This is an optimization exercise on Yosys and OpenROAD, whose aim is small area and a short achievable clock period, not a production implementation. The RTL was checked by simulation tests, not by an equivalence proof against the original design. Power and IR drop assume default switching activity.

**design/flow/design.v**
```verilog
module arm_core #(parameter N = 64)
	(input  logic CLOCK_50, reset,
	 output logic [N-1:0] IM_addr,
	 input  logic [31:0] IM_readData,
	 output logic [N-1:0] DM_writeData, DM_addr,
	 output logic DM_writeEnable, DM_readEnable,
	 input  logic [N-1:0] DM_readData);
	function automatic logic [63:0] ks_add64(input logic [63:0] a, b, input logic ci);
		logic [63:0] p, g, pp, gg, c;
		p = a ^ b;
		g = a & b;
		pp = p; gg = g;
		for (int d = 1; d < 64; d = d * 2) begin
			for (int i = 63; i >= d; i--) begin
				gg[i] = gg[i] | (pp[i] & gg[i-d]);
				pp[i] = pp[i] & pp[i-d];
			end
		end
		c = {gg[62:0] | (pp[62:0] & {63{ci}}), ci};
		ks_add64 = p ^ c;
	endfunction
	function automatic logic [19:0] ks_add19(input logic [18:0] a, b);
		logic [18:0] p, g, pp, gg;
		p = a ^ b;
		g = a & b;
		pp = p; gg = g;
		for (int d = 1; d < 19; d = d * 2) begin
			for (int i = 18; i >= d; i--) begin
				gg[i] = gg[i] | (pp[i] & gg[i-d]);
				pp[i] = pp[i] & pp[i-d];
			end
		end
		ks_add19 = {gg[18], p ^ {gg[17:0], 1'b0}};
	endfunction
	logic [63:0] pc_q;
	logic        m_taken;
	logic [63:0] m_res;
	assign IM_addr = pc_q;
	always_ff @(posedge CLOCK_50, posedge reset)
		if (reset) pc_q[63:2] <= 62'd0;
		else       pc_q[63:2] <= m_taken ? m_res[63:2] : pc_q[63:2] + 62'd1;
	assign pc_q[1:0] = 2'b00;
	logic [31:0] ins;
	assign ins = IM_readData;
	logic f_add, f_sub, f_and, f_orr, f_ld, f_st, f_cbz;
	assign f_add = ins[31:21] == 11'b10001011000;
	assign f_sub = ins[31:21] == 11'b11001011000;
	assign f_and = ins[31:21] == 11'b10001010000;
	assign f_orr = ins[31:21] == 11'b10101010000;
	assign f_ld  = ins[31:21] == 11'b11111000010;
	assign f_st  = ins[31:21] == 11'b11111000000;
	assign f_cbz = ins[31:24] == 8'b10110100;
	logic [63:0] regs [0:30];
	logic [30:0] written;
	logic        m_we;
	logic [4:0]  m_rd;
	logic        m_ld;
	logic [63:0] wdata;
	assign wdata = m_ld ? DM_readData : m_res;
	genvar g;
	generate
		for (g = 0; g < 31; g = g + 1) begin : r
			always_ff @(posedge CLOCK_50)
				if (m_we && m_rd == 5'(g)) regs[g] <= wdata;
			always_ff @(posedge CLOCK_50, posedge reset)
				if (reset) written[g] <= 1'b0;
				else written[g] <= written_n[g];
			assign written_n[g] = written[g] | (m_we && m_rd == 5'(g));
		end
	endgenerate
	logic d_add, d_sub, d_and, d_orr, d_ld, d_st, d_cbz;
	logic [23:0] d_ins;
	logic [63:0] d_pc;
	logic [18:0] d_tlo;
	logic        d_tinc, d_tdec;
	logic [18:0] f_tlo;
	logic        f_tco;
	assign {f_tco, f_tlo} = ks_add19(pc_q[20:2], ins[23:5]);
	logic [30:0] d_s1, d_s2;
	logic [4:0]  d_ra2;
	logic [30:0] written_n;
	logic [4:0]  f_ra1, f_ra2;
	assign f_ra1 = ins[9:5];
	assign f_ra2 = (f_st | f_cbz) ? ins[4:0] : ins[20:16];
	always_ff @(posedge CLOCK_50, posedge reset)
		if (reset) {d_add, d_sub, d_and, d_orr, d_ld, d_st, d_cbz} <= 7'd0;
		else       {d_add, d_sub, d_and, d_orr, d_ld, d_st, d_cbz} <=
		           {f_add, f_sub, f_and, f_orr, f_ld, f_st, f_cbz};
	always_ff @(posedge CLOCK_50) begin
		d_ins <= ins[23:0];
		d_pc  <= pc_q;
		d_tlo <= f_tlo;
		d_tinc <= f_tco & ~ins[23];    
		d_tdec <= ~f_tco & ins[23];    
		for (int i = 0; i < 31; i++) begin
			d_s1[i] <= !f_cbz && f_ra1 == 5'(i) && written_n[i];
			d_s2[i] <= f_ra2 == 5'(i) && written_n[i];
		end
		d_ra2 <= f_ra2;
	end
	logic [63:0] target;
	logic [18:0] tlo;
	assign tlo = d_tlo;
	logic [42:0] all1, all0;
	always_comb begin
		all1[0] = 1'b1;
		all0[0] = 1'b1;
		for (int i = 1; i < 43; i++) begin
			all1[i] = all1[i-1] & d_pc[20+i];
			all0[i] = all0[i-1] & ~d_pc[20+i];
		end
	end
	assign target[1:0]   = d_pc[1:0];
	assign target[20:2]  = tlo;
	assign target[63:21] = d_pc[63:21] ^ (({43{d_tinc}} & all1) | ({43{d_tdec}} & all0));
	logic [4:0] d_i1, d_i2;
	logic [31:0] wr32;
	assign wr32 = {1'b1, written};
	assign d_i1 = (!d_cbz && !wr32[d_ins[9:5]]) ? d_ins[9:5] : 5'd0;
	assign d_i2 = !wr32[d_ra2] ? d_ra2 : 5'd0;
	logic [63:0] rd1, rd2;
	always_comb begin
		rd1 = (d_cbz ? target : 64'd0) | {59'd0, d_i1};
		rd2 = {59'd0, d_i2};
		for (int i = 0; i < 31; i++) begin
			rd1 = rd1 | (d_s1[i] ? regs[i] : 64'd0);
			rd2 = rd2 | (d_s2[i] ? regs[i] : 64'd0);
		end
	end
	logic [63:0] e_a, e_b;
	logic [8:0]  e_imm;
	logic [4:0]  e_rd;
	logic e_sub, e_and, e_orr, e_ldst, e_ld, e_st, e_cbz, e_we;
	always_ff @(posedge CLOCK_50, posedge reset)
		if (reset) {e_sub, e_and, e_orr, e_ldst, e_ld, e_st, e_cbz, e_we} <= 8'd0;
		else       {e_sub, e_and, e_orr, e_ldst, e_ld, e_st, e_cbz, e_we} <=
		           {d_sub, d_and, d_orr, d_ld | d_st, d_ld, d_st, d_cbz,
		            d_add | d_sub | d_and | d_orr | d_ld};
	always_ff @(posedge CLOCK_50) begin
		e_a   <= rd1;
		e_b   <= d_sub ? ~rd2 : rd2;
		e_imm <= d_ins[20:12];
		e_rd  <= d_ins[4:0];
	end
	logic [63:0] bop, sum, res;
	assign bop = e_ldst ? {{55{e_imm[8]}}, e_imm} : e_b;
	assign sum = ks_add64(e_a, bop, e_sub);
	always_comb
		if (e_and)      res = e_a & e_b;
		else if (e_orr) res = e_a | e_b;
		else if (e_cbz) res = e_a;
		else            res = sum;
	logic [63:0] m_wd;
	logic m_st;
	always_ff @(posedge CLOCK_50, posedge reset)
		if (reset) {m_we, m_ld, m_st, m_taken} <= 4'd0;
		else       {m_we, m_ld, m_st, m_taken} <=
		           {e_we, e_ld, e_st, e_cbz && e_b == 64'd0};
	always_ff @(posedge CLOCK_50) begin
		m_res <= res;
		m_wd  <= e_b;
		m_rd  <= e_rd;
	end
	assign DM_addr        = m_res;
	assign DM_writeData   = m_wd;
	assign DM_writeEnable = m_st;
	assign DM_readEnable  = m_ld;
endmodule
```
**design/flow/run.sh**
```bash
#!/bin/bash
# synth_recipe.tcl (not shown) runs the flow's synth.tcl, then flattens the netlist and writes it again
# the make line also repeats each setting of config.mk as NAME=value (left out here)
make -C /OpenROAD-flow-scripts/flow DESIGN_CONFIG=/design/flow/config.mk WORK_HOME=/design/flow/orfs CLKGATE_MAP_FILE= SYNTH_SCRIPT=/design/flow/synth_recipe.tcl finish
```
**design/flow/config.mk**
```make
export PLATFORM = sky130hd
export DESIGN_NAME = arm_core
export DESIGN_NICKNAME = arm_core
export VERILOG_FILES = /design/flow/design.v
export SDC_FILE = /design/flow/constraint.sdc
export NUM_CORES = 4
export LEC_CHECK = 0
export CAP_MARGIN = 20
export CORE_MARGIN = 2
export CORE_UTILIZATION = 40
export PLACE_DENSITY = 0.55
export SETUP_SLACK_MARGIN = 5
export SLEW_MARGIN = 20
export TNS_END_PERCENT = 20
```
**design/flow/constraint.sdc**
```tcl
create_clock -name core_clock -period 10.0 [get_ports {CLOCK_50}]
set_input_delay 2.0000 -clock core_clock [delete_from_list [all_inputs] [get_ports {CLOCK_50}]]
set_output_delay 2.0000 -clock core_clock [all_outputs]
set_load 0.01 [all_outputs]
```
==> qor.csv, run 1 <==
metric;value;unit
Synth area leaders;edfxtp_1 (57%), dfxtp_1 (8.2%), a221oi_1 (5.1%);
Maximum Capacitance Violations;0;
Rows;187;
starting density of the core;40.2;%
Peak VDD IR;0.000125;V
Synth Cell Area;0.104;mm²
IO Count;292;
status;no timing/DRC/antenna violations;
GR Layer Usage met1;49.1;%
fin util;46.6;%
CTS clk-pin slew, worst paths;0.06;ns
internal power;17.3;mW
number of synthesized register bits;2521;
met3 usage;19.9;%
routability cong.;0.959;
pwr dens;183;mW/mm²
cell with the most instances after synthesis;edfxtp_1;
sequential share of the synthesized area;68.2;%
Yosys warnings;3;
biggest area consumer among synthesized cells;edfxtp_1;
Clock Tree Buf Depth;4;
Distinct cells, synth;80;
share of flip-flops with an asynchronous set or reset;4.44;%
CTS tree;done;
initial antenna violation count;51;
final setup TNS;0;ns
Most Crowded Layer GR;met2;
Post-synth EDFFs;1984;
H-tree levels;5;
Mapped Cells;7311;
TritonCTS buffer count;278;
leading register cell type out of synthesis;edfxtp_1;
max_slew headroom;12.6;%
first-pass GRT wire length;711000;µm
TritonRoute pass-1 iters;10;
critical path launch point type;flip-flop;
Slew Viols, Final;0;
min cycle time layout;4.81;ns
Routed WL;546000;µm
WP data arrival;5.61;ns
largest net degree at the start of global routing;84;
fmax;208;MHz
worst path required time;10.79;ns
Reg power frac;51.7;%
worst slew pin tran;1.31;ns
Core ar.;0.259;mm²
unrepaired setup endpoints after global routing;yes;
CP Max Fanout;66;
final worst-path cycle share;48.1;%
mean routed wirelength per cell;48.7;µm
design area;0.121;mm²
gr ovfl total;0;
DP Worst Slack;3.90;ns
via count;86500;
share of cells above drive strength 1;11.0;%
die area;0.264;mm²
root cell of the clock tree;clkbuf_16;
nets@finish;7744;
Finish-stage setup viols;0;
synthesis-to-layout area growth;16.0;%
final hold vios;0;
top cell type's share of synthesized area;57.3;%
Total GRT Usage;39.8;%
number of global-route vias before repair;79200;
kind of critical path;flip-flop to flip-flop;
Post-CTS Hold Fix Bufs;0;
chip width;514;µm
switching share of power;21.6;%
Clock Latency Late Sink;0.98;ns
Hold Path Class;flip-flop to flip-flop;
clock skew;0.0531;ns
sw power;4.79;mW
Post-DP HPWL;303000;µm
CTS Sinks;2521;
initial drt markers;20900;
residual DRC count;0;
Clk network pwr share;46.1;%
final worst setup slack;5.19;ns
Area after DPL;0.112;mm²
combinational share of power;2.2;%
number of port buffers;289;
Mean Syn Cell Area;14.2;µm²
vias per cell;7.72;
leading post-synthesis cells by instance count;edfxtp_1 (1984), a22oi_1 (660), a221oi_1 (610), a22o_1 (592), dfxtp_1 (425);
leakage;40.6;nW
routing usage on met2;55.4;%
Die H;514;µm
post-route ant nets;0;
CP endpoint kind;flip-flop;
cell type report:
class / instances / area (µm²)
timing repair buffer: 509 / 4830
inverter: 136 / 519
fill: 22400 / 138000
clock buffer: 349 / 7530
tap: 3402 / 4260
antenna: 49 / 123
clock inverter: 127 / 1160
sequential: 2521 / 71100
multi-input combinational: 4115 / 31100
what timing repair did:
action                     CTS  global route
pin swaps                    1             1
setup endpoints to repair   31            19
resized for setup            6            10
buffers inserted             1             0
power by group through the flow:
| stage | clock, mW | combinational [mW] | sequential [mW] |
|---|---|---|---|
| finish | 10.2 | 0.486 | 11.4 |
| global route | 10.5 | 0.512 | 11.4 |
| CTS | 10.1 | 0.467 | 11.4 |
| detailed placement | 0 | 0.464 | 11.6 |
| global placement | 0 | 0.467 | 11.6 |
| floorplan | 0 | 0.228 | 11.6 |
cells in the final DEF, fill, tap and decap left out, types with 83 or more instances in the layout:
cell and count:
a221oi_1 610, dfrtp_1 107, inv_1 132, nor3_1 144, nand2_1 170, clkdlybuf4s50_1 289, a222oi_1 109, clkbuf_16 289
a22oi_1 660, o21ai_0 213, xnor2_1 166, dfxtp_1 363, nand3_1 176, a22o_1 592, a21oi_1 119, buf_4 197
ha_1 83, nand4_1 274, edfxtp_1 1984, nor2_1 146
worst paths after layout:
kind / start / to / slack, ns / cells past startpoint
hold reg to reg: d_ins[4]$_DFF_P_ / e_rd[4]$_DFF_P_ / 0.31 / 0
max in group asynchronous: reset / m_taken$_DFF_PP0_ / 7.16 / 3
hold / removal: d_ins[4]$_DFF_P_ / e_rd[4]$_DFF_P_ / 0.31 / 0
min in group asynchronous: reset / pc_q[5]$_DFF_PP0_ / 1.47 / 2
setup / recovery: e_ldst$_DFF_PP0_ / m_res[63]$_DFF_P_ / 5.19 / 16
setup reg to reg: e_ldst$_DFF_PP0_ / m_res[63]$_DFF_P_ / 5.19 / 16
stage by stage:
step / cells / hold slack (ns) / power, mW
2_1_floorplan: 7312 / 0.310 / 11.8
3_3_place_gp: 10700 / 0.310 / 12.1
3_5_place_dp: 10700 / 0.312 / 12.1
4_1_cts: 11200 / 0.300 / 22.0
5_1_grt: 11200 / 0.299 / 22.5
6_report: 11200 / 0.309 / 22.1
flip-flops by register name (all words and copies together) (netlist names), 5 cells and up:
name / flops
m_rd: 5
d_s1: 31
d_ra2: 5
e_rd: 5
e_b: 64
e_a: 64
e_imm: 9
m_wd: 64
d_s2: 31
regs: 1984
d_pc: 43
d_ins: 19
pc_q: 62
m_res: 64
d_tlo: 19
written: 31
critical path: stages (launching register included):
cell and delay (ns):
dfrtp_2 0.38, buf_12 0.28, mux2_2 0.38, ha_1 0.33, a2111oi_1 0.38, o21ai_1 0.20, a211oi_2 0.33, nand3b_1 0.32
a311oi_4 0.23, o31ai_2 0.35, o21a_1 0.21, o211ai_1 0.11, buf_4 0.19, and3_1 0.18, a2111oi_1 0.42, mux2i_1 0.23
a21oi_1 0.09
metal layers:
layer  wire length, µm  vias to the layer above
li1                  -                    31000
met1            183000                    42600
met2            219000                    10100
met3            101000                     2752
met4             42600                       46
met5               512                        -
kinds of logic after synthesis:
logic type / count (synthesis) / synth area share (%)
flip-flops: 2521 / 68.2
AND/OR/NAND/NOR: 1145 / 5.78
other: 1 / 0.00361
multiplexers: 106 / 1.31
buffers and inverters: 676 / 2.45
adder cells (fa/ha/maj): 85 / 1.04
XOR/XNOR: 231 / 1.95
AO/OA/AOI/OAI: 2546 / 19.3
==> inputs of run 2 (changes only) <==
==> design/flow/flow/run.sh (new file) <==
#!/bin/bash
# Own layout flow: the standard ORFS flow (standard.sh, standard synthesis
# unchanged), with plain buffers (not delay cells) on the ports and a tighter
# setup repair target. Each tool's output goes to a log file in this folder.
set -euo pipefail
export BUFFER_PORTS_ARGS="-buffer_cell sky130_fd_sc_hd__buf_2"
bash standard.sh SETUP_SLACK_MARGIN=6.5 finish > run_make.log 2>&1
==> design/flow/standard.sh (new file) <==
#!/bin/bash
# synth_recipe.tcl (not shown) runs the flow's synth.tcl, then flattens the netlist and writes it again
# the make line also repeats each setting of config.mk as NAME=value (left out here)
make -C /OpenROAD-flow-scripts/flow DESIGN_CONFIG=/design/flow/config.mk WORK_HOME=/design/flow/orfs CLKGATE_MAP_FILE= SYNTH_SCRIPT=/design/flow/synth_recipe.tcl "${@:-finish}"
--- a/design/flow/config.mk
+++ b/design/flow/config.mk
@@ -9,6 +9,7 @@
 export CORE_MARGIN = 2
 export CORE_UTILIZATION = 40
+export CTS_CLUSTER_DIAMETER = 80
+export CTS_CLUSTER_SIZE = 24
 export PLACE_DENSITY = 0.55
-export SETUP_SLACK_MARGIN = 5
 export SLEW_MARGIN = 20
 export TNS_END_PERCENT = 20
removed: design/flow/run.sh
==> run 2 against run 1 <==
- largest cell class unchanged
- via count about the same
- synthesized cell count unchanged
- combinational power grew 1%
- critical path type unchanged
- largest power group unchanged
- global-route usage up 0.079 points
- count of clock-buffer cells in the layout shrank 181
==> qor.csv, run 2 <==
metric;value;unit;change
unrepaired setup endpoints after global routing;yes;;
share of flip-flops with an asynchronous set or reset;4.44;%;unchanged
residual DRC count;0;;unchanged
kind of critical path;flip-flop to flip-flop;;
largest net degree at the start of global routing;90;;+7.1%
IO Count;292;;unchanged
cell with the most instances after synthesis;edfxtp_1;;
gr ovfl total;0;;unchanged
Finished Layout Cells;11000;;-1.5%
max reg flops;1984;;unchanged
worst path required time;10.75;ns;-0.04 ns
CP endpoint kind;flip-flop;;
Yosys warnings;3;;unchanged
Core ar.;0.259;mm²;unchanged
Synth area leaders;edfxtp_1 (57%), dfxtp_1 (8.2%), a221oi_1 (5.1%);;
TritonCTS buffer count;133;;-52%
number of port buffers;289;;unchanged
Mean Syn Cell Area;14.2;µm²;unchanged
H-tree levels;4;;-1
final hold vios;0;;unchanged
number of global-route vias before repair;78400;;-1.1%
initial drt markers;21400;;+2.7%
worst slew pin tran;1.32;ns;+0.0120 ns
TritonRoute pass-1 iters;13;;+3
leakage;39.6;nW;-2.6%
top cell type's share of synthesized area;57.3;%;unchanged
CTS clk-pin slew, worst paths;0.10;ns;+0.04 ns
Clock Latency Late Sink;0.88;ns;-0.10 ns
Finish-stage setup viols;0;;unchanged
leading post-synthesis cells by instance count;edfxtp_1 (1984), a22oi_1 (660), a221oi_1 (610), a22o_1 (592), dfxtp_1 (425);;
biggest area consumer among synthesized cells;edfxtp_1;;
Area after DPL;0.111;mm²;-0.97%
max_slew headroom;11.3;%;-1.3 points
root cell of the clock tree;clkbuf_16;;
Mapped Cells;7311;;unchanged
most common cell after layout, fill and taps aside;edfxtp_1;;
CTS tree;done;;
vias per cell;7.83;;+1.4%
pwr dens;156;mW/mm²;-15%
critical path launch point type;flip-flop;;
Synth Cell Area;0.104;mm²;unchanged
clock skew;0.0420;ns;-0.0111 ns
CP Max Fanout;5;;-92%
initial antenna violation count;58;;+14%
mean routed wirelength per cell;49.7;µm;+2.0%
via count;86500;;-0.059%
Largest Register;regs;;
Hold Path Class;flip-flop to flip-flop;;
WP data arrival;4.95;ns;-0.66 ns
Post-DP HPWL;302000;µm;-0.57%
starting density of the core;40.2;%;unchanged
nets@finish;7695;;-0.63%
status;no timing/DRC/antenna violations;;
Post-CTS Hold Fix Bufs;0;;unchanged
post-route ant nets;0;;unchanged
Post-synth EDFFs;1984;;unchanged
min cycle time layout;4.20;ns;-0.614 ns
routability cong.;0.950;;-0.92%
Slew Viols, Final;0;;unchanged
Maximum Capacitance Violations;0;;unchanged
final setup TNS;0;ns;unchanged
Clock Tree Buf Depth;3;;-1
Total GRT Usage;39.9;%;+0.079 points
Distinct cells, synth;80;;unchanged
Rows;187;;unchanged
first-pass GRT wire length;713000;µm;+0.29%
CTS Sinks;2521;;unchanged
fin util;45.0;%;-1.6 points
Peak VDD IR;0.000149;V;+20%
share of cells above drive strength 1;15.6;%;+4.6 points
most frequent cells in the layout;edfxtp_1 (1984), a22oi_1 (660), a221oi_1 (609);;
Routed WL;549000;µm;+0.53%
design area;0.117;mm²;-3.4%
die area;0.264;mm²;unchanged
synthesis-to-layout area growth;12.0;%;
chip width;514;µm;unchanged
leading register cell type out of synthesis;edfxtp_1;;
Die H;514;µm;unchanged
placed insts;10700;;-0.037%
number of synthesized register bits;2521;;unchanged
fmax;238;MHz;+15%
sequential share of the synthesized area;68.2;%;unchanged
final worst-path cycle share;42.0;%;-6.1 points
## run 2: cell counts after synthesis
No cell type changed its count.
## run 2: layout make-up
class | count | area (µm²)
Antenna cell | 47 | 118
Inverter | 136 | 517
Sequential cell | 2521 | 71200
Timing Repair Buffer | 605 | 4450
Multi-Input combinational cell | 4115 | 31900
Fill cell | 22700 | 142000
Clock buffer | 168 | 3630
Clock inverter | 48 | 475
Tap cell | 3402 | 4260
## run 2: final timing paths
kind	from	slack, ns	end	cells after the start
setup / recovery	e_ldst$_DFF_PP0_	5.80	m_res[57]$_DFF_P_	19
setup reg to reg	e_ldst$_DFF_PP0_	5.80	m_res[57]$_DFF_P_	19
min in group asynchronous	reset	1.41	pc_q[5]$_DFF_PP0_	3
max in group asynchronous	reset	7.23	m_taken$_DFF_PP0_	4
hold / removal	d_ins[2]$_DFF_P_	0.33	e_rd[2]$_DFF_P_	0
hold reg to reg	d_ins[2]$_DFF_P_	0.33	e_rd[2]$_DFF_P_	0
## run 2: worst max-delay path, stage by stage, from the launching register on
cell      delay [ns]
dfrtp_2         0.47
buf_12          0.15
buf_4           0.14
mux2_4          0.32
ha_4            0.29
nand4_1         0.12
a21oi_2         0.14
a211oi_2        0.10
nand3b_1        0.32
a311oi_4        0.37
buf_12          0.18
o31ai_4         0.07
o21a_1          0.22
o211ai_1        0.18
buf_4           0.19
buf_4           0.17
nand2_2         0.07
xnor2_1         0.15
o22ai_1         0.10
a221oi_1        0.35
## run 2: timing repair
| action | in CTS | in global routing |
|---|---|---|
| cloned | 5 | 1 |
| setup buffers | 43 | 51 |
| gates resized for setup | 72 | 106 |
| endpoints found under the setup margin | 294 | 364 |
| pin swaps | 43 | 77 |
## run 2: per-stage QoR
step | total power [mW] | hold WS [ns] | setup slack, ns
4_1_cts | 18.1 | 0.334 | 5.71
5_1_grt | 18.5 | 0.341 | 5.67
3_5_place_dp | 12.1 | 0.314 | 4.37
3_3_place_gp | 12.1 | 0.310 | 4.28
6_report | 18.2 | 0.330 | 5.80
2_1_floorplan | 11.8 | 0.310 | 5.62
## run 2: cell families after synthesis
group / count (synthesis) / share of synthesized area (%)
multiplexers: 106 / 1.31
AO/OA/AOI/OAI: 2546 / 19.3
buffers and inverters: 676 / 2.45
flip-flops: 2521 / 68.2
AND/OR/NAND/NOR: 1145 / 5.78
other: 1 / 0.00361
XOR/XNOR: 231 / 1.95
adder cells (fa/ha/maj): 85 / 1.04
## run 2: per-layer routing
layer / part of all wire [%] / GRT usage (%) / vias up
met3: 19 / 20.7 / 2757
met2: 40 / 55.4 / 10200
met1: 33 / 48.8 / 42700
met4: 8.0 / 24.1 / 52
met5: 0.13 / 0.566 / -
li1: - / - / 30800
## run 2: power breakdown
part	switching (mW)	internal [mW]
clock	3.62	2.70
combinational	0.319	0.173
sequential	0.147	11.3
==> inputs of run 3 (changes only) <==
==> design/flow/design.v (replaced) <==
module arm_core #(parameter N = 64)
	(input  logic CLOCK_50, reset,
	 output logic [N-1:0] IM_addr,
	 input  logic [31:0] IM_readData,
	 output logic [N-1:0] DM_writeData, DM_addr,
	 output logic DM_writeEnable, DM_readEnable,
	 input  logic [N-1:0] DM_readData);
	function automatic logic [63:0] ks_add64(input logic [63:0] a, b, input logic ci);
		logic [63:0] p, g, pp, gg, c;
		p = a ^ b;
		g = a & b;
		pp = p; gg = g;
		for (int d = 1; d < 64; d = d * 2) begin
			for (int i = 63; i >= d; i--) begin
				gg[i] = gg[i] | (pp[i] & gg[i-d]);
				pp[i] = pp[i] & pp[i-d];
			end
		end
		c = {gg[62:0] | (pp[62:0] & {63{ci}}), ci};
		ks_add64 = p ^ c;
	endfunction
	logic [63:0] pc_q;
	logic        m_taken;
	logic [63:0] m_res;
	assign IM_addr = pc_q;
	always_ff @(posedge CLOCK_50, posedge reset)
		if (reset) pc_q[63:2] <= 62'd0;
		else       pc_q[63:2] <= m_taken ? m_res[63:2] : pc_q[63:2] + 62'd1;
	assign pc_q[1:0] = 2'b00;
	logic [31:0] ins;
	assign ins = IM_readData;
	logic f_add, f_sub, f_and, f_orr, f_ld, f_st, f_cbz;
	assign f_add = ins[31:21] == 11'b10001011000;
	assign f_sub = ins[31:21] == 11'b11001011000;
	assign f_and = ins[31:21] == 11'b10001010000;
	assign f_orr = ins[31:21] == 11'b10101010000;
	assign f_ld  = ins[31:21] == 11'b11111000010;
	assign f_st  = ins[31:21] == 11'b11111000000;
	assign f_cbz = ins[31:24] == 8'b10110100;
	logic [63:0] regs [0:30];
	logic [30:0] written;
	logic [30:0] m_wen;    
	logic        m_ld;
	logic [63:0] wdata;
	assign wdata = m_ld ? DM_readData : m_res;
	genvar g;
	generate
		for (g = 0; g < 31; g = g + 1) begin : r
			always_ff @(posedge CLOCK_50)
				if (m_wen[g]) regs[g] <= wdata;
			always_ff @(posedge CLOCK_50, posedge reset)
				if (reset) written[g] <= 1'b0;
				else if (m_wen[g]) written[g] <= 1'b1;
		end
	endgenerate
	logic d_add, d_sub, d_and, d_orr, d_ld, d_st, d_cbz;
	logic [23:0] d_ins;
	logic [63:0] d_pc;
	logic [30:0] d_s1, d_s2;
	logic [4:0]  d_ra2;
	logic [4:0]  f_ra1, f_ra2;
	assign f_ra1 = ins[9:5];
	assign f_ra2 = (f_st | f_cbz) ? ins[4:0] : ins[20:16];
	always_ff @(posedge CLOCK_50, posedge reset)
		if (reset) {d_add, d_sub, d_and, d_orr, d_ld, d_st, d_cbz} <= 7'd0;
		else       {d_add, d_sub, d_and, d_orr, d_ld, d_st, d_cbz} <=
		           {f_add, f_sub, f_and, f_orr, f_ld, f_st, f_cbz};
	always_ff @(posedge CLOCK_50) begin
		d_ins <= ins[23:0];
		d_pc  <= pc_q;
		for (int i = 0; i < 31; i++) begin
			d_s1[i] <= !f_cbz && f_ra1 == 5'(i);
			d_s2[i] <= f_ra2 == 5'(i);
		end
		d_ra2 <= f_ra2;
	end
	logic [4:0] d_i1, d_i2;
	logic [31:0] wr32;
	assign wr32 = {1'b1, written};
	assign d_i1 = (!d_cbz && !wr32[d_ins[9:5]]) ? d_ins[9:5] : 5'd0;
	assign d_i2 = !wr32[d_ra2] ? d_ra2 : 5'd0;
	logic [63:0] rd1, rd2;
	always_comb begin
		rd1 = (d_cbz ? d_pc : 64'd0) | {59'd0, d_i1};
		rd2 = {59'd0, d_i2};
		for (int i = 0; i < 31; i++) begin
			rd1 = rd1 | ((d_s1[i] & written[i]) ? regs[i] : 64'd0);
			rd2 = rd2 | ((d_s2[i] & written[i]) ? regs[i] : 64'd0);
		end
	end
	logic [63:0] e_a, e_b;
	logic [63:0] e_sd;
	logic [4:0]  e_rd;
	logic e_sub, e_and, e_orr, e_ld, e_st, e_cbz, e_we;
	always_ff @(posedge CLOCK_50, posedge reset)
		if (reset) {e_sub, e_and, e_orr, e_ld, e_st, e_cbz, e_we} <= 7'd0;
		else       {e_sub, e_and, e_orr, e_ld, e_st, e_cbz, e_we} <=
		           {d_sub, d_and, d_orr, d_ld, d_st, d_cbz,
		            d_add | d_sub | d_and | d_orr | d_ld};
	always_ff @(posedge CLOCK_50) begin
		e_a   <= rd1;
		e_b   <= (d_ld | d_st) ? {{55{d_ins[20]}}, d_ins[20:12]} :
		         d_cbz         ? {{43{d_ins[23]}}, d_ins[23:5], 2'b00} :
		                         (d_sub ? ~rd2 : rd2);
		e_sd  <= rd2;    
		e_rd  <= d_ins[4:0];
	end
	logic [63:0] bop, sum, res;
	assign bop = e_b;
	assign sum = ks_add64(e_a, bop, e_sub);
	always_comb
		if (e_and)      res = e_a & e_b;
		else if (e_orr) res = e_a | e_b;
		else            res = sum;
	logic [63:0] m_wd;
	logic m_st;
	always_ff @(posedge CLOCK_50, posedge reset)
		if (reset) {m_wen, m_ld, m_st, m_taken} <= 34'd0;
		else begin
			for (int i = 0; i < 31; i++) m_wen[i] <= e_we && e_rd == 5'(i);
			{m_ld, m_st, m_taken} <= {e_ld, e_st, e_cbz && e_sd == 64'd0};
		end
	always_ff @(posedge CLOCK_50) begin
		m_res <= res;
		m_wd  <= e_sd;
	end
	assign DM_addr        = m_res;
	assign DM_writeData   = m_wd;
	assign DM_writeEnable = m_st;
	assign DM_readEnable  = m_ld;
endmodule
==> run 3 against run 2 <==
- hold slack about the same
- highest routed layer unchanged
- combinational power down 34%
- still clean on timing, DRC and antenna
- largest power group unchanged
- critical endpoint is now e_a[46]$_DFF_P_
- critical path depth down 12
- design area about the same
==> qor.csv, run 3 <==
metric;value;unit;change
Peak VDD IR;0.000137;V;-8.5%
TritonRoute pass-1 iters;16;;+3
pwr dens;160;mW/mm²;+2.5%
number of global-route vias before repair;78700;;+0.40%
Clk network pwr share;35.6;%;+0.9 points
final worst-path cycle share;40.1;%;-1.9 points
clock skew;0.0576;ns;+0.0155 ns
min cycle time layout;4.01;ns;-0.192 ns
initial antenna violation count;64;;+10%
most frequent cell on the critical path;buf_4;;
most common cell after layout, fill and taps aside;edfxtp_1;;
CP Cell Sequence;and2_4 -> buf_4 -> buf_4 -> a22o_1 -> a221oi_1 -> nand3_1 -> or4_1;;
share of flip-flops with an asynchronous set or reset;5.42;%;+0.97 points
max reg flops;1984;;unchanged
Post-synth EDFFs;1984;;unchanged
starting density of the core;40.3;%;+0.12 points
Finish-stage setup viols;0;;unchanged
slowest stage cell, crit path;and2_4;;
fmax;249;MHz;+4.8%
leading register cell type out of synthesis;edfxtp_1;;
worst slew pin tran;1.43;ns;+0.109 ns
die area;0.269;mm²;+1.8%
max_slew headroom;4.71;%;-6.6 points
H-tree levels;4;;unchanged
Die H;519;µm;+0.91%
DP Worst Slack;5.49;ns;+1.12 ns
CTS clk-pin slew, worst paths;0.10;ns;about the same
CP Max Fanout;22;;+17
Clock Latency Late Sink;0.90;ns;+0.02 ns
status;no timing/DRC/antenna violations;;
worst path required time;10.68;ns;-0.07 ns
Maximum Capacitance Violations;0;;unchanged
Routed WL;545000;µm;-0.73%
routability cong.;0.985;;+3.6%
internal power;14.6;mW;+3.5%
share of cells above drive strength 1;13.0;%;-2.6 points
WP data arrival;4.69;ns;-0.26 ns
final worst setup slack;5.99;ns;+0.192 ns
Clock Tree Buf Depth;3;;unchanged
synthesis-to-layout area growth;10.1;%;
combinational share of power;1.7;%;-1.0 points
post-route ant nets;0;;unchanged
initial drt markers;20500;;-4.4%
Mapped Cells;7493;;+2.5%
mean routed wirelength per cell;48.4;µm;-2.7%
leading post-synthesis cells by instance count;edfxtp_1 (1984), a22oi_1 (955), a221oi_1 (483), a22o_1 (482), dfxtp_1 (478);;
IO Count;292;;unchanged
residual DRC count;0;;unchanged
Post-CTS Hold Fix Bufs;0;;unchanged
CP peak stage delay;0.75;ns;+0.28 ns
Mean Syn Cell Area;14.1;µm²;-0.62%
CTS tree;done;;
Synth area leaders;edfxtp_1 (56%), dfxtp_1 (9.0%), a22oi_1 (6.8%);;
Distinct cells, synth;90;;+13%
Total GRT Usage;38.8;%;-1.1 points
unrepaired setup endpoints after global routing;yes;;
root cell of the clock tree;clkbuf_16;;
final setup TNS;0;ns;unchanged
TritonCTS buffer count;135;;+1.5%
number of port buffers;289;;unchanged
cell with the most instances after synthesis;edfxtp_1;;
first-pass GRT wire length;709000;µm;-0.59%
via count;85800;;-0.79%
Post-DP HPWL;313000;µm;+3.7%
critical path launch point type;flip-flop;;
Reg power frac;62.7;%;about the same
gr ovfl total;0;;unchanged
number of synthesized register bits;2603;;+3.3%
switching share of power;21.7;%;-0.74 points
kind of critical path;flip-flop to flip-flop;;
worst hold slack;0.329;ns;-0.000499 ns
Area after DPL;0.111;mm²;+0.86%
Core ar.;0.263;mm²;+1.5%
vias per cell;7.62;;-2.7%
sw power;4.05;mW;-0.86%
CP endpoint kind;flip-flop;;
design area;0.117;mm²;about the same
leakage;37.7;nW;-4.7%
biggest area consumer among synthesized cells;edfxtp_1;;
final hold vios;0;;unchanged
nets@finish;7816;;+1.6%
most frequent cells in the layout;edfxtp_1 (1984), a22oi_1 (954), a221oi_1 (483);;
Rows;188;;+0.53%
top cell type's share of synthesized area;56.2;%;-1.0 points
sequential share of the synthesized area;68.6;%;+0.45 points
Hold Path Class;flip-flop to flip-flop;;
CTS Sinks;2603;;+3.3%
Largest Register;regs;;
largest net degree at the start of global routing;75;;-17%
Yosys warnings;3;;unchanged
chip width;519;µm;+0.91%
Synth Cell Area;0.106;mm²;+1.8%
Slew Viols, Final;0;;unchanged
-- run 3: cell types whose count changed after synthesis, moves of 46 or more --
cell,delta
a22oi_1,+295
nand3_1,+213
nor3_1,-146
a221oi_1,-127
nand4_1,-125
a22o_1,-110
or4_1,+68
and2_1,+61
dfxtp_1,+53
xnor2_1,-48
ha_1,+46
-- run 3: routing by layer --
layer	vias up	GRT usage, %	share of wire (%)
li1	30700	-	-
met1	42400	47.9	34
met2	10100	54.3	40
met3	2624	20.3	18
met4	51	21.6	7.3
met5	-	0.213	0.18
-- run 3: worst paths after layout --
path	endpoint	slack (ns)	startpoint	cells past startpoint
worst max-delay path	e_a[46]$_DFF_P_	5.99	written[1]$_DFFE_PP0P_	7
worst min-delay path	e_rd[4]$_DFF_P_	0.33	d_ins[4]$_DFF_P_	0
worst max register to register	e_a[46]$_DFF_P_	5.99	written[1]$_DFFE_PP0P_	7
worst min register to register	e_rd[4]$_DFF_P_	0.33	d_ins[4]$_DFF_P_	0
max in group asynchronous	m_wen[17]$_DFF_PP0_	7.39	reset	3
min in group asynchronous	d_orr$_DFF_PP0_	1.21	reset	2
-- run 3: final cells by class --
class                      count  area (µm²)
clock inverter                45         584
timing repair buffer         504        3320
clock buffer                 188        3810
fill                       23400      146000
tap                         3515        4400
multi-input combinational   4178       30900
sequential                  2603       72900
antenna                       61         153
inverter                     166         628
-- run 3: what timing repair did --
action	in CTS	in global routing
pin swaps	2	11
endpoints found under the setup margin	158	186
gates cloned	1	1
resized for setup	65	37
buffers inserted	13	11
-- run 3: critical path, delay by kind of cell, from the launching register on --
kind / cells / cell delay, ns
buffers and inverters: 2 / 1.36
DFF: 1 / 0.61
AOI/OAI and AO/OA: 2 / 0.32
and+or+nand+nor: 3 / 1.36
-- run 3: cells by family after synthesis --
| kind of cell | Yosys count | share of synthesized area, % |
|---|---|---|
| other | 1 | 0.00354 |
| DFF | 2603 | 68.6 |
| adders and majority gates | 130 | 1.54 |
| AOI/OAI and AO/OA | 2461 | 18.0 |
| muxes | 98 | 1.22 |
| buffers and inverters | 715 | 2.63 |
| and+or+nand+nor | 1307 | 6.49 |
| xor gates and xnor gates | 178 | 1.47 |
-- run 3: power by group through the flow --
| stage | logic [mW] | clock network (mW) | registers, mW |
|---|---|---|---|
| 3_3_place_gp | 0.300 | 0 | 12.0 |
| 6_report | 0.324 | 6.65 | 11.7 |
| 5_1_grt | 0.336 | 6.97 | 11.7 |
| 4_1_cts | 0.306 | 6.61 | 11.7 |
| 2_1_floorplan | 0.142 | 0 | 11.9 |
| 3_5_place_dp | 0.302 | 0 | 12.0 |
-- run 3: metrics by stage --
step	power (mW)	utilization, %	instances
4_1_cts	18.6	44.2	11200
3_3_place_gp	12.3	42.4	10900
2_1_floorplan	12.0	-	7494
6_report	18.7	44.3	11300
5_1_grt	19.0	44.3	11200
3_5_place_dp	12.3	42.4	10900
==> inputs of run 4 (changes only) <==
--- a/design/flow/design.v
+++ b/design/flow/design.v
@@ -71,5 +71,5 @@
 		for (int i = 0; i < 31; i++) begin
 			d_s1[i] <= !f_cbz && f_ra1 == 5'(i);
-			d_s2[i] <= f_ra2 == 5'(i);
+			d_s2[i] <= (f_st | f_cbz) ? (ins[4:0] == 5'(i)) : (ins[20:16] == 5'(i));
 		end
 		d_ra2 <= f_ra2;
--- a/design/flow/config.mk
+++ b/design/flow/config.mk
@@ -8,8 +8,8 @@
 export CAP_MARGIN = 20
 export CORE_MARGIN = 2
-export CORE_UTILIZATION = 40
+export CORE_UTILIZATION = 50
 export CTS_CLUSTER_DIAMETER = 80
 export CTS_CLUSTER_SIZE = 24
-export PLACE_DENSITY = 0.55
+export PLACE_DENSITY = 0.6
 export SLEW_MARGIN = 20
 export TNS_END_PERCENT = 20
==> run 4 against run 3 <==
- hold slack got worse by 0.0019 ns
- final cell count is 5.6% lower
- design area fell by 0.83%
- utilization grew 10 points
- still clean on timing, DRC and antenna
- critical path type unchanged
- synthesized area barely moved
- total power decreased by 1.0%
- sequential power about the same
- clock power is 2% lower
- combinational power decreased by 7.1%
- count of clock-buffer cells in the layout shrank 10
- sequential cell count is the same
- clock skew is 0.0029 ns higher
==> qor.csv, run 4 <==
metric;value;unit;change
IO Count;292;;unchanged
most common cell after layout, fill and taps aside;edfxtp_1;;
Crit. path cell count;7;;unchanged
CP endpoint kind;flip-flop;;
chip width;464;µm;-10%
unrepaired setup endpoints after global routing;yes;;
first-pass GRT wire length;691000;µm;-2.6%
initial antenna violation count;59;;-7.8%
mean routed wirelength per cell;49.7;µm;+2.8%
root cell of the clock tree;clkbuf_16;;
Area after DPL;0.111;mm²;-0.73%
largest net degree at the start of global routing;80;;+6.7%
Routed WL;528000;µm;-3.0%
leading post-synthesis cells by instance count;edfxtp_1 (1984), a22oi_1 (939), a221oi_1 (490), a22o_1 (490), dfxtp_1 (478);;
share of flip-flops with an asynchronous set or reset;5.42;%;unchanged
Synth Cell Area;0.106;mm²;about the same
Total GRT Usage;47.3;%;+8.5 points
Die H;464;µm;-10%
R2R setup slack;6.06;ns;+0.07 ns
design area;0.116;mm²;-0.83%
Maximum Capacitance Violations;0;;unchanged
Worst R2R End;e_a[42]$_DFF_P_;;
CP peak stage delay;0.88;ns;+0.13 ns
nets@finish;7851;;+0.45%
top cell type's share of synthesized area;56.2;%;about the same
Finished Layout Cells;10600;;-5.6%
via count;86200;;+0.51%
Rows;169;;-10%
critical path launch point type;flip-flop;;
worst hold slack;0.327;ns;-0.00185 ns
starting density of the core;50.1;%;+9.9 points
number of synthesized register bits;2603;;unchanged
worst path required time;10.66;ns;-0.02 ns
CP endpoint;e_a[42]$_DFF_P_;;
Post-synth EDFFs;1984;;unchanged
most frequent cells in the layout;edfxtp_1 (1984), a22oi_1 (939), a22o_1 (490), a221oi_1 (490), dfxtp_1 (463);;
cell with the most instances after synthesis;edfxtp_1;;
Mapped Cells;7524;;+0.41%
H-tree levels;4;;unchanged
Post-DP HPWL;301000;µm;-3.8%
final setup TNS;0;ns;unchanged
max reg flops;1984;;unchanged
Yosys warnings;3;;unchanged
final worst-path cycle share;39.4;%;-0.67 points
post-route ant nets;0;;unchanged
worst slew pin tran;1.33;ns;-0.0963 ns
most frequent cell on the critical path;buf_4;;
kind of critical path;flip-flop to flip-flop;;
die area;0.216;mm²;-20%
initial drt markers;22400;;+9.6%
Core ar.;0.211;mm²;-20%
CTS clk-pin slew, worst paths;0.10;ns;about the same
TritonRoute pass-1 iters;13;;-3
Synth area leaders;edfxtp_1 (56%), dfxtp_1 (9.0%), a22oi_1 (6.6%);;
synthesis-to-layout area growth;9.09;%;
min cycle time layout;3.94;ns;-0.0674 ns
fin util;54.7;%;+10 points
kind of cell adding the most delay to the critical path;simple AND/OR/NAND/NOR gates;;
CP Max Fanout;26;;+18%
share of cells above drive strength 1;12.9;%;-0.053 points
number of global-route vias before repair;77900;;-0.94%
CTS Sinks;2603;;unchanged
Distinct cells, synth;85;;-5.6%
fmax;254;MHz;+1.7%
WP data arrival;4.61;ns;-0.08 ns
Hold Path Class;flip-flop to flip-flop;;
R2R depth;7;;unchanged
status;no timing/DRC/antenna violations;;
routability cong.;0.990;;+0.57%
Layout fillers;17200;;-27%
Largest Register;regs;;
gr ovfl total;0;;unchanged
final hold vios;0;;unchanged
sequential share of the synthesized area;68.5;%;about the same
Clock Latency Late Sink;0.88;ns;-0.02 ns
clock skew;0.0605;ns;+0.00289 ns
leakage;37.4;nW;-0.63%
Peak VDD IR;0.000176;V;+29%
max_slew headroom;11.1;%;+6.4 points
Buf+Inv Stages, Crit Path;2;;unchanged
Slew Viols, Final;0;;unchanged
TritonCTS buffer count;136;;+0.74%
Mean Syn Cell Area;14.1;µm²;-0.32%
Clock Tree Buf Depth;3;;unchanged
pwr dens;160;mW/mm²;-0.18%
Finish-stage setup viols;0;;unchanged
CP startpoint;written[18]$_DFFE_PP0P_;;
CTS tree;done;;
Post-CTS Hold Fix Bufs;0;;unchanged
FF-to-FF Start;written[18]$_DFFE_PP0P_;;
CP Cell Sequence;and2_4 -> buf_4 -> buf_4 -> a22o_1 -> a221oi_1 -> nand3_1 -> or4_1;;
residual DRC count;0;;unchanged
placed insts;10300;;-6.1%
slowest stage cell, crit path;and2_4;;
biggest area consumer among synthesized cells;edfxtp_1;;
vias per cell;8.11;;+6.5%
number of port buffers;289;;unchanged
leading register cell type out of synthesis;edfxtp_1;;
run 4: cell types whose count changed in the layout (fill, tap and decap cells not counted), sizes merged, moves of 8 or more:
| cell | delta |
|---|---|
| nand3 | +17 |
| xnor2 | -9 |
| nor3 | +8 |
| nand4 | -20 |
| o21ai | +12 |
| a22o | +8 |
| diode | +38 |
| clkbuf | -9 |
| a22oi | -16 |
run 4: report_power, final:
part / leakage, nW / internal (mW) / total, mW / switching [mW]
combinational: 13.9 / 0.0836 / 0.301 / 0.217
clock: 2.02 / 2.85 / 6.50 / 3.65
sequential: 21.5 / 11.6 / 11.7 / 0.102
run 4: worst min-delay path by stage:
stage                     startpoint               to  depth (start not counted)
CTS                 d_ins[4]$_DFF_P_  e_rd[4]$_DFF_P_                          0
global route        d_ins[3]$_DFF_P_  e_rd[3]$_DFF_P_                          0
detailed placement  d_ins[4]$_DFF_P_  e_rd[4]$_DFF_P_                          0
global placement    d_ins[4]$_DFF_P_  e_rd[4]$_DFF_P_                          0
finish              d_ins[4]$_DFF_P_  e_rd[4]$_DFF_P_                          0
floorplan           d_ins[0]$_DFF_P_  e_rd[0]$_DFF_P_                          0
run 4: per-stage QoR:
stage / worst slack (ns) / total power, mW
5_1_grt: 6.32 / 18.8
3_3_place_gp: 5.61 / 12.2
3_5_place_dp: 5.62 / 12.2
6_report: 6.06 / 18.5
2_1_floorplan: 6.24 / 12.0
4_1_cts: 6.21 / 18.4
run 4: what timing repair did:
| item | CTS | global route |
|---|---|---|
| gates resized for setup | 43 | 49 |
| buffers inserted | 18 | 12 |
| hold endpoints to repair | 0 | 0 |
| pin swaps | 1 | 11 |
| endpoints found under the setup margin | 127 | 172 |
run 4: per-layer routing:
metal / routed length [µm] / part of all wire [%] / track usage [%]
met4: 38900 / 7.4 / 25.8
met1: 175000 / 33 / 58.3
met3: 109000 / 21 / 28.7
met2: 204000 / 39 / 63.3
met5: 1770 / 0.34 / 4.92
run 4: cells by family after synthesis:
group / Yosys count / synth area share [%]
multiplexers: 103 / 1.27
other: 1 / 0.00354
buffers and inverters: 705 / 2.56
flip-flops: 2603 / 68.5
XOR/XNOR: 176 / 1.45
AO/OA/AOI/OAI: 2475 / 18.0
adder cells (fa/ha/maj): 130 / 1.54
AND/OR/NAND/NOR: 1331 / 6.58
run 4: area by class of cell:
type	instances	area, µm²	share of cell area [%]
antenna	99	248	0.214
clock buffer	178	3660	3.16
clock inverter	45	548	0.474
inverter	161	609	0.527
multi-input combinational	4217	31000	26.8
sequential	2603	72900	63.0
tap	2821	3530	3.05
timing repair buffer	504	3220	2.78
==> inputs of run 5 (changes only) <==
--- a/design/flow/design.v
+++ b/design/flow/design.v
@@ -54,4 +54,6 @@
 		end
 	endgenerate
+	logic [30:0] written_n;
+	assign written_n = written | m_wen;
 	logic d_add, d_sub, d_and, d_orr, d_ld, d_st, d_cbz;
 	logic [23:0] d_ins;
@@ -70,6 +72,6 @@
 		d_pc  <= pc_q;
 		for (int i = 0; i < 31; i++) begin
-			d_s1[i] <= !f_cbz && f_ra1 == 5'(i);
-			d_s2[i] <= (f_st | f_cbz) ? (ins[4:0] == 5'(i)) : (ins[20:16] == 5'(i));
+			d_s1[i] <= !f_cbz && f_ra1 == 5'(i) && written_n[i];
+			d_s2[i] <= ((f_st | f_cbz) ? (ins[4:0] == 5'(i)) : (ins[20:16] == 5'(i))) && written_n[i];
 		end
 		d_ra2 <= f_ra2;
@@ -85,6 +87,6 @@
 		rd2 = {59'd0, d_i2};
 		for (int i = 0; i < 31; i++) begin
-			rd1 = rd1 | ((d_s1[i] & written[i]) ? regs[i] : 64'd0);
-			rd2 = rd2 | ((d_s2[i] & written[i]) ? regs[i] : 64'd0);
+			rd1 = rd1 | (d_s1[i] ? regs[i] : 64'd0);
+			rd2 = rd2 | (d_s2[i] ? regs[i] : 64'd0);
 		end
 	end
--- a/design/flow/config.mk
+++ b/design/flow/config.mk
@@ -8,8 +8,8 @@
 export CAP_MARGIN = 20
 export CORE_MARGIN = 2
-export CORE_UTILIZATION = 50
+export CORE_UTILIZATION = 40
 export CTS_CLUSTER_DIAMETER = 80
 export CTS_CLUSTER_SIZE = 24
-export PLACE_DENSITY = 0.6
+export PLACE_DENSITY = 0.55
 export SLEW_MARGIN = 20
-export TNS_END_PERCENT = 20
+export TNS_END_PERCENT = 100
==> run 5 against run 4 <==
- largest power group unchanged
- total power is 0.40% higher
- still clean
- global-route usage shrank 7.7 points
- critical path type unchanged
- non-clock buffer count grew 46
==> qor.csv, run 5 <==
metric;value;unit;change
status;no timing/DRC/antenna violations;;
hold path start;d_ins[2]$_DFF_P_;;
max reg flops;1984;;unchanged
share of flip-flops with an asynchronous set or reset;5.42;%;unchanged
Finished Layout Cells;11300;;+6.1%
unrepaired setup endpoints after global routing;yes;;
Largest Register;regs;;
largest net degree at the start of global routing;72;;-10%
fmax;267;MHz;+5.3%
final worst setup slack;6.26;ns;+0.197 ns
routability cong.;0.983;;-0.70%
share of cells above drive strength 1;14.1;%;+1.1 points
most common cell after layout, fill and taps aside;edfxtp_1;;
Routed WL;547000;µm;+3.5%
mean routed wirelength per cell;48.5;µm;-2.4%
synthesis-to-layout area growth;10.8;%;
Hold EP;e_rd[2]$_DFF_P_;;
Total GRT Usage;39.6;%;-7.7 points
CTS Sinks;2603;;unchanged
max_slew headroom;12.7;%;+1.6 points
FF-to-FF Start;d_s2[24]$_DFF_P_;;
Distinct cells, synth;84;;-1.2%
number of global-route vias before repair;77700;;-0.25%
Buf+Inv Stages, Crit Path;2;;unchanged
Post-DP HPWL;306000;µm;+1.6%
number of synthesized register bits;2603;;unchanged
Rows;188;;+11%
Hold Path Class;flip-flop to flip-flop;;
IO Count;292;;unchanged
via count;85200;;-1.2%
Die H;517;µm;+11%
Synth Cell Area;0.105;mm²;-0.90%
pwr dens;160;mW/mm²;-0.30%
top cell type's share of synthesized area;56.7;%;+0.51 points
kind of cell adding the most delay to the critical path;buffers and inverters;;
leading post-synthesis cells by instance count;edfxtp_1 (1984), a22oi_1 (1376), dfxtp_1 (478), nand3_1 (344), clkbuf_1 (331);;
worst hold slack;0.340;ns;+0.0128 ns
H-tree levels;4;;unchanged
WP data arrival;4.46;ns;-0.15 ns
Layout fillers;23300;;+36%
leakage;39.5;nW;+5.5%
final setup TNS;0;ns;unchanged
Peak VDD IR;0.000154;V;-13%
final hold vios;0;;unchanged
nets@finish;7827;;-0.31%
Clk network pwr share;35.2;%;about the same
residual DRC count;0;;unchanged
chip width;517;µm;+11%
cell with the most instances after synthesis;edfxtp_1;;
Reg power frac;62.8;%;-0.5 points
CP peak stage delay;0.92;ns;+0.04 ns
worst path required time;10.71;ns;+0.05 ns
Worst R2R End;e_b[49]$_DFF_P_;;
leading register cell type out of synthesis;edfxtp_1;;
worst slew pin tran;1.31;ns;-0.0242 ns
internal power;14.6;mW;+0.47%
CP Max Fanout;25;;-3.8%
TritonRoute pass-1 iters;17;;+4
root cell of the clock tree;clkbuf_16;;
starting density of the core;40.1;%;-10 points
CTS clk-pin slew, worst paths;0.10;ns;about the same
CP endpoint kind;flip-flop;;
biggest area consumer among synthesized cells;edfxtp_1;;
DP Worst Slack;5.91;ns;+0.291 ns
initial antenna violation count;60;;+1.7%
placed insts;10900;;+6.1%
fin util;44.5;%;-10 points
CTS tree;done;;
R2R depth;7;;unchanged
CP Cell Sequence;buf_4 -> buf_4 -> a222oi_1 -> nand3_1 -> or4_1 -> xnor2_1 -> o21ai_0;;
number of port buffers;289;;unchanged
Finish-stage setup viols;0;;unchanged
total power;18.6;mW;+0.40%
switching share of power;21.4;%;-0.061 points
Mapped Cells;7442;;-1.1%
gr ovfl total;0;;unchanged
Synth area leaders;edfxtp_1 (57%), a22oi_1 (9.8%), dfxtp_1 (9.1%);;
design area;0.116;mm²;+0.70%
Maximum Capacitance Violations;0;;unchanged
initial drt markers;20800;;-7.3%
Slew Viols, Final;0;;unchanged
combinational share of power;2.0;%;+0.4 points
vias per cell;7.55;;-6.9%
kind of critical path;flip-flop to flip-flop;;
final worst-path cycle share;37.4;%;-2.0 points
min cycle time layout;3.74;ns;-0.197 ns
Clock Latency Late Sink;0.87;ns;about the same
Clock Tree Buf Depth;3;;unchanged
clock skew;0.0377;ns;-0.0227 ns
post-route ant nets;0;;unchanged
Mean Syn Cell Area;14.1;µm²;+0.19%
first-pass GRT wire length;710000;µm;+2.8%
Yosys warnings;3;;unchanged
die area;0.267;mm²;+24%
R2R setup slack;6.26;ns;+0.20 ns
WHS Path Cells;0;;unchanged
Post-synth EDFFs;1984;;unchanged
most frequent cell on the critical path;buf_4;;
most frequent cells in the layout;edfxtp_1 (1984), a22oi_1 (1376), dfxtp_1 (379);;
critical path launch point type;flip-flop;;
TritonCTS buffer count;134;;-1.5%
sequential share of the synthesized area;69.2;%;+0.62 points
slowest stage cell, crit path;dfxtp_4;;
sw power;3.97;mW;+0.11%
Area after DPL;0.111;mm²;+0.37%
Core ar.;0.262;mm²;+24%
[run 5: changes by cell type in the layout (fill, tap and decap cells not counted), moves of 61 or more]
cell	change
and2_4	-62
a22oi_1	+437
nor3_1	+61
a221oi_1	-220
nand3_1	-63
nand4_1	+96
dfxtp_4	+68
dfxtp_1	-84
a22o_1	-220
[run 5: cell type report]
class	instances	area, µm²	area share, %
flip-flops and latches	2603	73200	62.8
multi-input cells	4124	29900	25.7
well taps	3515	4400	3.78
repair buffers	550	3830	3.29
clock buffers	174	3700	3.18
inverters	186	703	0.604
clock inverters	42	518	0.445
diodes	83	208	0.178
[run 5: power groups by stage]
stage,logic [mW],registers [mW],clock network (mW)
finish,0.363,11.7,6.54
global route,0.378,11.7,6.85
CTS,0.347,11.7,6.51
global placement,0.296,11.9,0
detailed placement,0.299,11.9,0
floorplan,0.141,11.9,0
[run 5: what timing repair did]
action,in CTS,in global routing
gates cloned,0,0
buffers inserted,62,12
resized for setup,120,29
hold buffers,0,0
setup endpoints to repair,107,43
pin swaps,0,5
[run 5: per-layer routing]
layer  track usage [%]  routed length [µm]  up-vias
met3              22.1              104000     2400
met4              21.5               38600       58
met1              48.6              185000    42300
met5             0.523                 672        -
met2              54.9              218000     9823
li1                  -                   -    30600
[run 5: cells by family after synthesis]
family	after synthesis	synth area share [%]
buf+inv	716	2.58
flops	2603	69.2
xor+xnor	174	1.45
mux	103	1.28
compound gates	2448	17.6
simple gates	1267	6.34
fa+ha+maj	130	1.56
other cells	1	0.00357
[run 5: how the worst max path moves through the flow]
| stage | startpoint | to | slack [ns] | cells after the start |
|---|---|---|---|---|
| after CTS | m_res[17]$_DFF_P_ | DM_addr[17] | 6.41 | 1 |
| final | d_s2[24]$_DFF_P_ | e_b[49]$_DFF_P_ | 6.26 | 7 |
| after detailed placement | IM_readData[24] | d_s2[26]$_DFF_P_ | 5.91 | 8 |
| after floorplan | reset | d_add$_DFF_PP0_ | 6.24 | 1 |
| after global routing | e_a[37]$_DFF_P_ | m_res[63]$_DFF_P_ | 6.42 | 13 |
| after global placement | IM_readData[24] | d_s2[20]$_DFF_P_ | 5.94 | 8 |
==> inputs of run 6 (changes only) <==
--- a/design/flow/config.mk
+++ b/design/flow/config.mk
@@ -8,8 +8,8 @@
 export CAP_MARGIN = 20
 export CORE_MARGIN = 2
-export CORE_UTILIZATION = 40
+export CORE_UTILIZATION = 50
 export CTS_CLUSTER_DIAMETER = 80
 export CTS_CLUSTER_SIZE = 24
-export PLACE_DENSITY = 0.55
+export PLACE_DENSITY = 0.6
 export SLEW_MARGIN = 20
 export TNS_END_PERCENT = 100
==> run 6 against run 5 <==
- total power down 0.22%
- die area down 20%
- synthesized cell count unchanged
- hold slack worse by 0.0036 ns
- first-iteration DRC count up 7.7%
- combinational power down 5.8%
- critical path depth up 1
- sequential power about the same
- routed wire length down 3.5%
- final cell count down 6.4%
- count of clock-buffer cells in the layout up 15
- largest power group unchanged
==> qor.csv, run 6 <==
metric;value;unit;change
status;no timing/DRC/antenna violations;;
Layout fillers;16900;;-27%
Clk network pwr share;35.3;%;about the same
Post-CTS Hold Fix Bufs;0;;unchanged
slowest stage cell, crit path;dfxtp_4;;
Peak VDD IR;0.000208;V;+35%
most frequent cells in the layout;edfxtp_1 (1984), a22oi_1 (1376), dfxtp_1 (381);;
H-tree levels;4;;unchanged
TritonRoute pass-1 iters;14;;-3
chip width;462;µm;-10%
CP peak stage delay;0.81;ns;-0.11 ns
Mean Syn Cell Area;14.1;µm²;unchanged
final setup TNS;0;ns;unchanged
Rows;168;;-11%
switching share of power;21.4;%;about the same
top cell type's share of synthesized area;56.7;%;unchanged
die area;0.214;mm²;-20%
cell with the most instances after synthesis;edfxtp_1;;
Clock Latency Late Sink;0.87;ns;about the same
final worst-path cycle share;37.2;%;-0.25 points
final hold vios;0;;unchanged
routability cong.;1.02;;+3.4%
WP data arrival;4.45;ns;about the same
starting density of the core;50.2;%;+10 points
number of port buffers;289;;unchanged
fin util;55.1;%;+11 points
Buf+Inv Stages, Crit Path;2;;unchanged
Slew Viols, Final;0;;unchanged
Die H;462;µm;-10%
CP Cell Sequence;buf_4 -> buf_4 -> a22o_1 -> a221oi_1 -> nand3_1 -> or4_1 -> xnor2_1 -> o21ai_0;;
final worst setup slack;6.28;ns;+0.0248 ns
CP Max Fanout;25;;unchanged
via count;86300;;+1.3%
leading register cell type out of synthesis;edfxtp_1;;
combinational share of power;1.8;%;-0.2 points
Core ar.;0.209;mm²;-20%
root cell of the clock tree;clkbuf_16;;
worst slew pin tran;1.34;ns;+0.0286 ns
post-route ant nets;0;;unchanged
synthesis-to-layout area growth;9.68;%;
unrepaired setup endpoints after global routing;yes;;
worst path required time;10.73;ns;+0.02 ns
Mapped Cells;7442;;unchanged
leakage;39.4;nW;-0.39%
fmax;269;MHz;+0.67%
kind of cell adding the most delay to the critical path;buffers and inverters;;
kind of critical path;flip-flop to flip-flop;;
clock skew;0.0413;ns;+0.00354 ns
TritonCTS buffer count;135;;+0.75%
number of synthesized register bits;2603;;unchanged
share of flip-flops with an asynchronous set or reset;5.42;%;unchanged
most frequent cell on the critical path;buf_4;;
Synth area leaders;edfxtp_1 (57%), a22oi_1 (9.8%), dfxtp_1 (9.1%);;
Total GRT Usage;47.5;%;+7.9 points
min cycle time layout;3.72;ns;-0.0248 ns
Hold Path Class;flip-flop to flip-flop;;
Routed WL;528000;µm;-3.5%
Yosys warnings;3;;unchanged
Post-synth EDFFs;1984;;unchanged
most common cell after layout, fill and taps aside;edfxtp_1;;
residual DRC count;0;;unchanged
first-pass GRT wire length;689000;µm;-3.1%
internal power;14.6;mW;-0.20%
share of cells above drive strength 1;13.8;%;-0.22 points
CTS tree;done;;
biggest area consumer among synthesized cells;edfxtp_1;;
IO Count;292;;unchanged
mean routed wirelength per cell;50.0;µm;+3.2%
Reg power frac;62.9;%;about the same
initial antenna violation count;58;;-3.3%
max reg flops;1984;;unchanged
total power;18.5;mW;-0.22%
max_slew headroom;10.8;%;-1.9 points
largest net degree at the start of global routing;70;;-2.8%
sw power;3.96;mW;-0.28%
Distinct cells, synth;84;;unchanged
vias per cell;8.18;;+8.3%
gr ovfl total;0;;unchanged
CP endpoint kind;flip-flop;;
Synth Cell Area;0.105;mm²;unchanged
sequential share of the synthesized area;69.2;%;unchanged
Finish-stage setup viols;0;;unchanged
CTS Sinks;2603;;unchanged
DP Worst Slack;5.84;ns;-0.0712 ns
initial drt markers;22400;;+7.7%
Largest Register;regs;;
CTS clk-pin slew, worst paths;0.10;ns;about the same
Clock Tree Buf Depth;3;;unchanged
number of global-route vias before repair;78000;;+0.39%
nets@finish;7815;;-0.15%
critical path launch point type;flip-flop;;
leading post-synthesis cells by instance count;edfxtp_1 (1984), a22oi_1 (1376), dfxtp_1 (478), nand3_1 (344), clkbuf_1 (331);;
Post-DP HPWL;297000;µm;-3.0%
Maximum Capacitance Violations;0;;unchanged
pwr dens;161;mW/mm²;+0.84%
run 6: cell counts after synthesis:
No cell type changed its count.
run 6: logic make-up (layout without fill, tap and decap cells):
group | count (synthesis) | count (layout) | synth area share [%]
adder cells (fa/ha/maj) | 130 | 130 | 1.56
multiplexers | 103 | 103 | 1.28
buffers and inverters | 716 | 951 | 2.58
flip-flops | 2603 | 2603 | 69.2
AND/OR/NAND/NOR | 1267 | 1267 | 6.34
other | 1 | 69 | 0.00357
XOR/XNOR | 174 | 174 | 1.45
AO/OA/AOI/OAI | 2448 | 2448 | 17.6
run 6: area by class of cell:
cell class	count	area [µm²]	area share (%)
repair buffers	537	3480	3.02
clock inverters	39	442	0.383
multi-input cells	4124	29900	25.9
well taps	2805	3510	3.05
flip-flops and latches	2603	73200	63.5
inverters	186	703	0.610
diodes	67	168	0.145
clock buffers	189	3840	3.33
run 6: metrics by stage:
step,hold slack (ns),std cells,cell area (µm²)
6_report,0.336,10600,115000
5_1_grt,0.342,10500,115000
4_1_cts,0.337,10500,115000
3_5_place_dp,0.314,10200,110000
3_3_place_gp,0.313,10200,110000
2_1_floorplan,0.310,7443,105000
run 6: repair_timing:
item,CTS,global route
endpoints found under the setup margin,92,30
buffers inserted,58,5
gates resized for setup,109,23
pin swaps,1,1
run 6: routing by layer:
layer / up-vias / GRT usage (%) / part of all wire [%]
li1: 30600 / - / -
met1: 42100 / 59.0 / 33
met2: 10700 / 62.8 / 38
met3: 2841 / 29.1 / 21
met4: 69 / 26.2 / 7.6
met5: - / 4.57 / 0.34
run 6: path summary, 6_finish.rpt:
path | start | depth (start not counted) | end | slack [ns]
setup / recovery | d_s2[20]$_DFF_P_ | 8 | e_b[51]$_DFF_P_ | 6.28
hold / removal | d_ins[3]$_DFF_P_ | 0 | e_rd[3]$_DFF_P_ | 0.34
setup reg to reg | d_s2[20]$_DFF_P_ | 8 | e_b[51]$_DFF_P_ | 6.28
hold reg to reg | d_ins[3]$_DFF_P_ | 0 | e_rd[3]$_DFF_P_ | 0.34
max in group asynchronous | reset | 3 | pc_q[45]$_DFF_PP0_ | 7.48
min in group asynchronous | reset | 2 | d_add$_DFF_PP0_ | 1.20
run 6: power by group through the flow:
stage / clock, mW / combinational (mW) / sequential, mW
floorplan: 0 / 0.141 / 11.9
global placement: 0 / 0.286 / 11.9
detailed placement: 0 / 0.290 / 11.9
CTS: 6.47 / 0.325 / 11.7
global route: 6.83 / 0.354 / 11.7
finish: 6.53 / 0.342 / 11.7

## port drivers added, routing unchanged
No port has a modelled driver above. Below, the same layouts with a new extraction and two added sets of constraints.
Step 1 (the two cells are an assumption about what drives the block):
set clk [get_ports {CLOCK_50}]
set_driving_cell -lib_cell sky130_fd_sc_hd__clkbuf_16 $clk
set_driving_cell -lib_cell sky130_fd_sc_hd__buf_2 [delete_from_list [all_inputs] $clk]
Step 2, shift: input delay + t, output delay - t, t = (earliest + latest rising clock arrival at the registers) / 2. This alone moves slack from input paths to output paths.
a / b / c = ideal ports / drivers / drivers and shift; a / b = the first two.
run | t (ns) | setup WS [ns] | worst slew at a driven data input, ns
run 1 | 1.050 | 5.186 / 5.186 / 4.174 | 0.14
run 2 | 0.955 | 5.799 / 5.799 / 5.244 | 0.15
run 3 | 0.980 | 5.991 / 5.991 / 5.728 | 0.08
run 4 | 0.949 | 6.059 / 6.059 / 5.853 | 0.09
run 5 | 0.951 | 6.256 / 6.256 / 5.904 | 0.15
run 6 | 0.945 | 6.281 / 6.281 / 5.761 | 0.06
After both steps setup and hold are still met in every run listed. The setup slack of run 1, which loses most, moves by 0.000 ns with the drivers and by -1.012 ns with both steps.
